This design comes from an exercise in tuning for small area and a short achievable clock period on the open sky130 flow, not from production work.
In this exercise RTL edits were held to simulation tests only and were not proved equivalent to the original.

==> flow/design.v (outline; a module is shown in full before it is edited, if it fits) <==
// module resampler_q15: 8882 lines
// module fa_cell: 4 lines
module resampler_q15 #(
    parameter TAP_COUNT = 9,
    parameter DATA_WIDTH = 16
)(
    input  logic                  clk,
    input  logic                  rst_n,
    input  logic signed [31:0]    ppm_in,
    input  logic [TAP_COUNT*DATA_WIDTH-1:0] coeffs,
    input  logic [DATA_WIDTH-1:0] data_in,
    input  logic                  data_in_valid,
    output logic                  data_in_ready,
    output logic [DATA_WIDTH-1:0] data_out,
    output logic                  data_out_valid
);
  // ...
==> flow/flow/run.sh <==
#!/bin/bash
# The standard layout (the standard.sh, ORFS synthesis to final), with:
# - the resizer's setup repair aimed below the clock period, so that it buffers
#   and sizes the design's long paths;
# - the synthesis buffers removed at floorplan, so that the resizer buffers
#   those nets itself;
# - the port buffers made as sky130_fd_sc_hd__buf_1 (the resizer sizes them up
#   where a path needs it).
# The SDC and every other setting are the standard flow's.
set -euo pipefail
bash standard.sh SETUP_SLACK_MARGIN=12.5 REMOVE_ABC_BUFFERS=1 \
  "BUFFER_PORTS_ARGS=-buffer_cell sky130_fd_sc_hd__buf_1" finish > standard_make.log 2>&1
==> flow/standard.sh <==
#!/bin/bash
# synth_recipe.tcl (not shown) runs the flow's synth.tcl, then flattens the netlist and writes it again
# the make line also repeats each setting of config.mk as NAME=value (left out here)
make -C /OpenROAD-flow-scripts/flow DESIGN_CONFIG=/design/flow/config.mk WORK_HOME=/design/flow/orfs CLKGATE_MAP_FILE= SYNTH_SCRIPT=/design/flow/synth_recipe.tcl "${@:-finish}"
==> flow/config.mk <==
export PLATFORM = sky130hd
export DESIGN_NAME = resampler_q15
export DESIGN_NICKNAME = resampler_q15
export VERILOG_FILES = /design/flow/design.v
export SDC_FILE = /design/flow/constraint.sdc
export NUM_CORES = 4
export LEC_CHECK = 0
export ABC_AREA = 1
export CAP_MARGIN = 20
export CORE_MARGIN = 2
export CORE_UTILIZATION = 65
export CTS_CLUSTER_DIAMETER = 100
export CTS_CLUSTER_SIZE = 24
export SLEW_MARGIN = 20
export SYNTH_HIERARCHICAL = 1
export SYNTH_MINIMUM_KEEP_SIZE = 0
==> flow/constraint.sdc <==
create_clock -name core_clock -period 19.0 [get_ports {clk}]
set_input_delay 3.8000 -clock core_clock [delete_from_list [all_inputs] [get_ports {clk}]]
set_output_delay 3.8000 -clock core_clock [all_outputs]
set_load 0.01 [all_outputs]
==> results.txt, run 1 <==
WP buf/inv 1; post-synthesis xor/xnor area fraction 0.166; die footprint 99,000 um^2; NonClk Buf Share 0.0341; status timing/DRC/antenna clean; Yosys cell types 53; Total GRT Usage 0.396; crit path DAT 2710 ps; Layout fillers 7,922; Synth Cell Area 62,700 um^2; post-synthesis compound-gate area fraction 0.166; setup tns final 0 ps; DP Wirelength 126,000 um; Critical-path top delay cell dfrtp_1; crit-path cells ha_1 > a21o_1 > a21oi_2 > o21bai_1 > nand2b_4 > nand2_4 > nand3_4 > nand3_4 > nand3_4 > xor2_2 > buf_2; Simple-Gate Fraction of Synth Area 0.108; hold_ws 475 ps; Port Buffers 211; routed len/inst 23.5 um; Synth top cells by count xor2_1 (1,165), o22ai_1 (1,067), nand2_1 (916); max reg flops 144; RSZ-0062 raised after global routing true; comb_multi_in 5,820; Async SR Flop Fraction 0.201
==> run 2, diff against run 1 <==
--- a/flow/config.mk
+++ b/flow/config.mk
@@ -11,4 +11,4 @@
 export CORE_UTILIZATION = 65
-export CTS_CLUSTER_DIAMETER = 100
-export CTS_CLUSTER_SIZE = 24
+export CTS_CLUSTER_DIAMETER = 110
+export CTS_CLUSTER_SIZE = 28
 export SLEW_MARGIN = 20
==> run 2 against run 1 <==
Effect of this change: via count is 0.44% higher; maximum frequency shrank 1.4%; clock-buffer cell count down 7; flip-flop and latch count stayed put; synthesized cell count unchanged; still clean on timing, DRC and antenna; largest cell class unchanged; sequential share of layout area barely moved; utilization down 0.081 points; final cell count barely moved; first-iteration DRC count increased by 2.7%.
==> results.txt, run 2 <==
RSZ-0062 raised after global routing true; Initial Util 0.658; Core Util, Final 0.690; gr ovfl total 0; status timing/DRC/antenna clean; final worst path period need 6600 ps; EDFF count, synth 0; Tcrit/Tclk final 0.348; Regs by FF count creg x144, p1 x46, yr x46; Port Buffers 211 (unchanged); Startpoint Class flip-flop; routed len/inst 23.6 um (+0.32%); Residual DRC 0; most numerous cell in the Yosys netlist xor2_1; area leader, netlist fa_1; Post-Syn Area per Cell 8.58 um^2; DR iter-0 viols 6,070; Worst EP required 15,200 ps; clock tree buffer depth 3; DP Wirelength 126,000 um (unchanged); Async SR Flop Fraction 0.201 (unchanged); most frequent cells in the layout xor2_1 (1,164), o22ai_1 (1,067), nand2_1 (897), fa_1 (895), inv_1 (474); Reg with most FFs creg; hold_ws 481 ps (+6.17 ps); detailed-route vias per instance 6.59; worst hold path class flip-flop to flip-flop; max-cap violations 0; Least-Margin Pin Slew 1080 ps; Crit Path Max Fanout 7; number of top-level pins 213; flops & latches, synth 398; row cnt 113; DRT Wirelength 198,000 um; area share of the largest cell type after synthesis 0.286; Total GRT Usage 0.394 (-0.00288); # setup viols final 0; setup tns final 0 ps (unchanged); Clock Latency Late Sink 690 ps; share of post-route cells with drive strength above 1 0.0489; Fmax achieved 151 MHz; CTS Buf Count 28; Die Ht 315 um; root buffer cell clkbuf_16; worst clock skew 34.6 ps; synth warn 7; most common cell after layout, fill and taps aside xor2_1; Synth area leaders fa_1 (29%), xor2_1 (16%), o22ai_1 (11%); kind of critical path flip-flop to output port; Gate Count Post-Synth 7,313; Main synth FF type dfxtp_1; crit path DAT 2800 ps (+90 ps); fin nets 8,557; Setup WS post-layout 12,400 ps; fin. max-slew vios 0; die footprint 99,000 um^2 (unchanged); CTS tree built; Worst slew margin 0.282; max reg flops 144 (unchanged); endpoint type of the worst setup path output port; Synth top cells by count xor2_1 (1,165), o22ai_1 (1,067), nand2_1 (916); sequential fraction of the synthesis area 0.133; CTS Hold Buffers Added 0; clock-pin transition on the worst setup and hold timing paths 110 ps; H-tree levels 1; largest net degree at the start of global routing 109; Yosys cell types 53 (unchanged); Final Hold Fails 0; initial antenna violation count 2; Core Box Area 95,300 um^2; vias in the first global route 55,845; Die W 315 um; Synth Cell Area 62,700 um^2 (unchanged); first-pass GRT wire length 309,000 um; area grow syn2layout 4.77%; Vias 55,313; Routed Antenna Nets 0; Pre-antenna DRT Iters 8; clk sinks 398; post-place setup slack 11,260 ps; gpl congestion 0.902
==> run 2: cell types whose count changed in the layout (fill, tap and decap cells not counted), moves of 3 or more <==
cell | previous run | this run
clkbuf_16 | 35 | 29
buf_8 | 6 | 9
buf_2 | 5 | 12
buf_4 | 103 | 113
clkbuf_2 | 5 | 0
buf_6 | 13 | 10
==> run 2: what timing repair did <==
item,CTS,global route
buffers inserted,24,20
setup endpoints to repair,137,91
gates cloned,5,4
pin swaps,11,19
resized for setup,71,81
==> run 2: cells by family (layout without fill, tap and decap cells) <==
| family | count (synthesis) | in the layout | synth area share |
|---|---|---|---|
| AOI/OAI and AO/OA | 1732 | 1734 | 0.166 |
| xor gates and xnor gates | 1186 | 1186 | 0.166 |
| DFF | 398 | 398 | 0.133 |
| other | 2 | 5 | 0.000120 |
| adders and majority gates | 1256 | 1256 | 0.358 |
| and+or+nand+nor | 1637 | 1643 | 0.108 |
| buffers and inverters | 1102 | 912 | 0.0701 |
==> run 2: critical path, stage by stage (launching register included) <==
cell      delay [ps]
dfrtp_1          390
ha_1             310
a21o_1           200
a21oi_2          180
o21bai_1         120
nand2b_4         200
nand2_4           80
nand3_4          130
nand3_4          140
nand3_4           70
xor2_2           150
buf_2            150
==> run 2: path summary, 6_finish.rpt <==
path | start | to | slack (ps) | cells past startpoint
min in group asynchronous | rst_n | ppm_accum[14] | 2980 | 1
hold / removal | p1[12] | p1[12] | 480 | 2
max in group asynchronous | rst_n | yr[0] | 14880 | 2
hold reg to reg | p1[12] | p1[12] | 480 | 2
setup / recovery | yr[11] | data_out[14] | 12400 | 11
setup reg to reg | x[9] | w5[15] | 12750 | 22
==> run 2: modules after synthesis, one instance, submodules excluded <==
module         cell area, um^2  times used  flip-flops and latches
resampler_q15            45300           1                     398
fa_cell                   20.0         871                       0
==> run 2: final cells by class <==
type                    count  area, um^2
flip-flops and latches    398        8400
clock inverters            20         289
fillers                  7976       29600
repair inverters            1        5.00
multi-input cells        5821       50500
diodes                      3        7.51
inverters                 497        1920
clock buffers              32         737
repair buffers            362        2290
well taps                1265        1580
==> run 2: routing by layer <==
| layer | up-vias | global-route usage | share of wire |
|---|---|---|---|
| li1 | 24271 | - | - |
| met1 | 27017 | 0.527 | 0.39 |
| met2 | 3408 | 0.620 | 0.45 |
| met3 | 615 | 0.0838 | 0.11 |
| met4 | 2 | 0.167 | 0.046 |
| met5 | - | 0 | 0.000051 |
==> run 2: metrics by stage <==
step | std cells | area, um^2
after floorplan | 6708 | 60200
after global placement | 8291 | 63600
after detailed placement | 8291 | 63600
after CTS | 8372 | 65300
after global routing | 8396 | 65700
final | 8399 | 65700
==> run 3, diff against run 2 <==
--- a/flow/flow/run.sh
+++ b/flow/flow/run.sh
@@ -10,3 +10,3 @@
 set -euo pipefail
-bash standard.sh SETUP_SLACK_MARGIN=12.5 REMOVE_ABC_BUFFERS=1 \
+bash standard.sh SETUP_SLACK_MARGIN=12.65 REMOVE_ABC_BUFFERS=1 \
   "BUFFER_PORTS_ARGS=-buffer_cell sky130_fd_sc_hd__buf_1" finish > standard_make.log 2>&1
--- a/flow/config.mk
+++ b/flow/config.mk
@@ -11,4 +11,4 @@
 export CORE_UTILIZATION = 65
-export CTS_CLUSTER_DIAMETER = 110
-export CTS_CLUSTER_SIZE = 28
+export CTS_CLUSTER_DIAMETER = 100
+export CTS_CLUSTER_SIZE = 24
 export SLEW_MARGIN = 20
==> run 3 against run 2 <==
Effect of this change: worst hold slack worse by 4.6 ps; non-clock buffer count is 9 higher; utilization grew 0.49 points; wire length is 0.61% higher; clock-buffer cell count rose by 7; synthesized cell count unchanged.
==> results.txt, run 3 <==
first-pass GRT wire length 312,000 um (+0.74%); clock tree buffer depth 3 (unchanged); Yosys cell types 53 (unchanged); status timing/DRC/antenna clean; Core Util, Final 0.695 (+0.00487); max reg flops 144 (unchanged); row cnt 113 (unchanged); Routed Antenna Nets 0 (unchanged); most frequent cells in the layout xor2_1 (1,164), o22ai_1 (1,066), fa_1 (895), nand2_1 (890), inv_1 (472); Post-Syn Area per Cell 8.58 um^2 (unchanged); gr ovfl total 0 (unchanged); area grow syn2layout 5.51%; CTS tree built; Die Ht 315 um (unchanged); CTS Buf Count 34 (+21%); EDFF count, synth 0 (unchanged); clk sinks 398 (unchanged); Crit Path Max Fanout 7 (unchanged); Final Hold Fails 0 (unchanged); crit path DAT 2650 ps (-150 ps); number of top-level pins 213 (unchanged); Least-Margin Pin Slew 1080 ps (+4.62 ps); setup tns final 0 ps (unchanged); Vias 55,273 (-0.072%); Synth Cell Area 62,700 um^2 (unchanged); area occupied by multi-input gates 50,600 um^2 (+0.28%); gpl congestion 0.902 (unchanged); Port Buffers 211 (unchanged); synth warn 7 (unchanged); Main synth FF type dfxtp_1; Gate Count Post-Synth 7,313 (unchanged); hold_ws 476 ps (-4.58 ps); # setup viols final 0 (unchanged); routed len/inst 23.7 um (+0.42%); Worst slew margin 0.279 (-0.00308); DR iter-0 viols 5,788 (-4.6%); Fmax achieved 155 MHz (+2.4%); Synth area leaders fa_1 (29%), xor2_1 (16%), o22ai_1 (11%); Core Box Area 95,300 um^2 (unchanged); largest net degree at the start of global routing 109 (unchanged); area share of the largest cell type after synthesis 0.286 (unchanged); die footprint 99,000 um^2 (unchanged); initial antenna violation count 3 (+1); final worst path period need 6450 ps (-154 ps); detailed-route vias per instance 6.57 (-0.26%); Die W 315 um (unchanged); worst hold path class flip-flop to flip-flop; Initial Util 0.658 (unchanged); DRT Wirelength 199,000 um (+0.61%); H-tree levels 2 (+1); most numerous cell in the Yosys netlist xor2_1; DP Wirelength 126,000 um (unchanged); Residual DRC 0 (unchanged); fin nets 8,571 (+0.16%); kind of critical path flip-flop to output port; Worst EP required 15,200 ps (about the same); Seq. cell area 8400 um^2 (unchanged); Synth top cells by count xor2_1 (1,165), o22ai_1 (1,067), nand2_1 (916); Clock Latency Late Sink 640 ps (-50 ps); share of post-route cells with drive strength above 1 0.0548 (+0.00590); Post-DP Area 63,600 um^2 (unchanged); endpoint type of the worst setup path output port; fin. max-slew vios 0 (unchanged); max-cap violations 0 (unchanged); RSZ-0062 raised after global routing true; flops & latches, synth 398 (unchanged); area leader, netlist fa_1; Async SR Flop Fraction 0.201 (unchanged); root buffer cell clkbuf_16; Startpoint Class flip-flop; Reg with most FFs creg; vias in the first global route 56,166 (+0.57%); sequential fraction of the synthesis area 0.133 (unchanged); most common cell after layout, fill and taps aside xor2_1; clock-pin transition on the worst setup and hold timing paths 90 ps (-20 ps); worst clock skew 30.4 ps (-4.19 ps); Regs by FF count creg x144, p1 x46, yr x46; Total GRT Usage 0.398 (+0.00489); Layout fillers 7,852 (-1.6%); Pre-antenna DRT Iters 9 (+1); final instance area 66,200 um^2 (+0.71%); Tcrit/Tclk final 0.339 (-0.00810)
[run 3: metrics by stage]
| step | cells | worst slack (ps) |
|---|---|---|
| 2_1_floorplan | 6708 | 5350 |
| 3_3_place_gp | 8291 | 11320 |
| 3_5_place_dp | 8291 | 11260 |
| 4_1_cts | 8396 | 12510 |
| 5_1_grt | 8413 | 12440 |
| 6_report | 8415 | 12550 |
[run 3: layout make-up]
cell class                 count  area share
antenna                        2   0.0000756
clock buffer                  39      0.0136
clock inverter                22     0.00422
inverter                     497      0.0290
multi-input combinational   5820       0.765
sequential                   398       0.127
tap                         1265      0.0239
timing repair buffer         371      0.0372
timing repair inverter         1   0.0000756
[run 3: modules after synthesis (local to each module, per instance)]
module	times used	flops+latches	cells inside	cell area [um^2]
fa_cell	871	0	1	20.0
resampler_q15	1	398	6442	45300
[run 3: worst paths after layout]
| path | start | slack [ps] | endpoint | depth (start not counted) |
|---|---|---|---|---|
| setup reg to reg | x[9] | 12890 | w5[15] | 23 |
| setup / recovery | yr[11] | 12550 | data_out[15] | 12 |
| hold / removal | ppm_accum[0] | 480 | ppm_accum[0] | 1 |
| min in group asynchronous | rst_n | 3050 | ppm_accum[15] | 1 |
| max in group asynchronous | rst_n | 14820 | yr[0] | 2 |
| hold reg to reg | ppm_accum[0] | 480 | ppm_accum[0] | 1 |
[run 3: repair_timing]
action                                  in CTS  in global routing
resized for setup                          108                 97
pin swaps                                   23                 23
endpoints found under the hold margin        0                  0
gates cloned                                 6                  3
endpoints found under the setup margin     155                111
setup buffers                               38                 14
hold buffers                                 0                  0
[run 3: cells by family after synthesis]
family          count (synthesis)  share of synthesized area
fa+ha+maj                    1256                      0.358
flops                         398                      0.133
xor+xnor                     1186                      0.166
compound gates               1732                      0.166
simple gates                 1637                      0.108
other cells                     2                   0.000120
buf+inv                      1102                     0.0701
[run 3: per-layer routing]
layer,track usage,up-vias,wire (um)
met5,0,-,10
li1,-,24309,-
met2,0.621,3381,88600
met1,0.528,26923,78300
met3,0.0978,658,22600
met4,0.177,2,9810
[run 3: worst max-delay path: stages (launching register included)]
cell and delay [ps]:
dfrtp_1 430, ha_4 300, nand2_4 60, nor3_4 250, nand2_2 120, inv_4 110
nand3_4 80, nand3_4 160, nand4_1 120, nand2_1 90, nand2_1 50, nand2_1 100
buf_2 140

-- port drivers added, routing unchanged --
In the flow no input, the clock included, has a driving cell. The finished layouts below were timed again as built, in two steps. Step 1 sets driving cells, clkbuf_16 on the clock port and buf_2 on the other inputs (assumed; they add their load-dependent delay and slew). Step 2 adds t to the input delays and takes it off the output delays; t is the mean of the earliest and latest rising clock arrival at the registers after step 1. Input paths then give back, and output paths get back, about the clock's delay inside the block. a / b / c = no drivers / after step 1 / after step 2; a / b = the first two.
| run | t, ns | slack for setup (ns) | worst slew at a driven data input, ns | cell pins on the clock port's net |
|---|---|---|---|---|
| run 1 | 0.704 | 12.490 / 12.409 / 11.888 | 0.06 | 1 |
| run 2 | 0.750 | 12.396 / 12.321 / 11.843 | 0.07 | 1 |
| run 3 | 0.702 | 12.550 / 12.472 / 12.057 | 0.06 | 1 |
After both steps setup and hold are still met in every run listed. For run 1, which loses most, drivers alone change the setup slack by -0.081 ns; drivers and shift together by -0.602 ns.
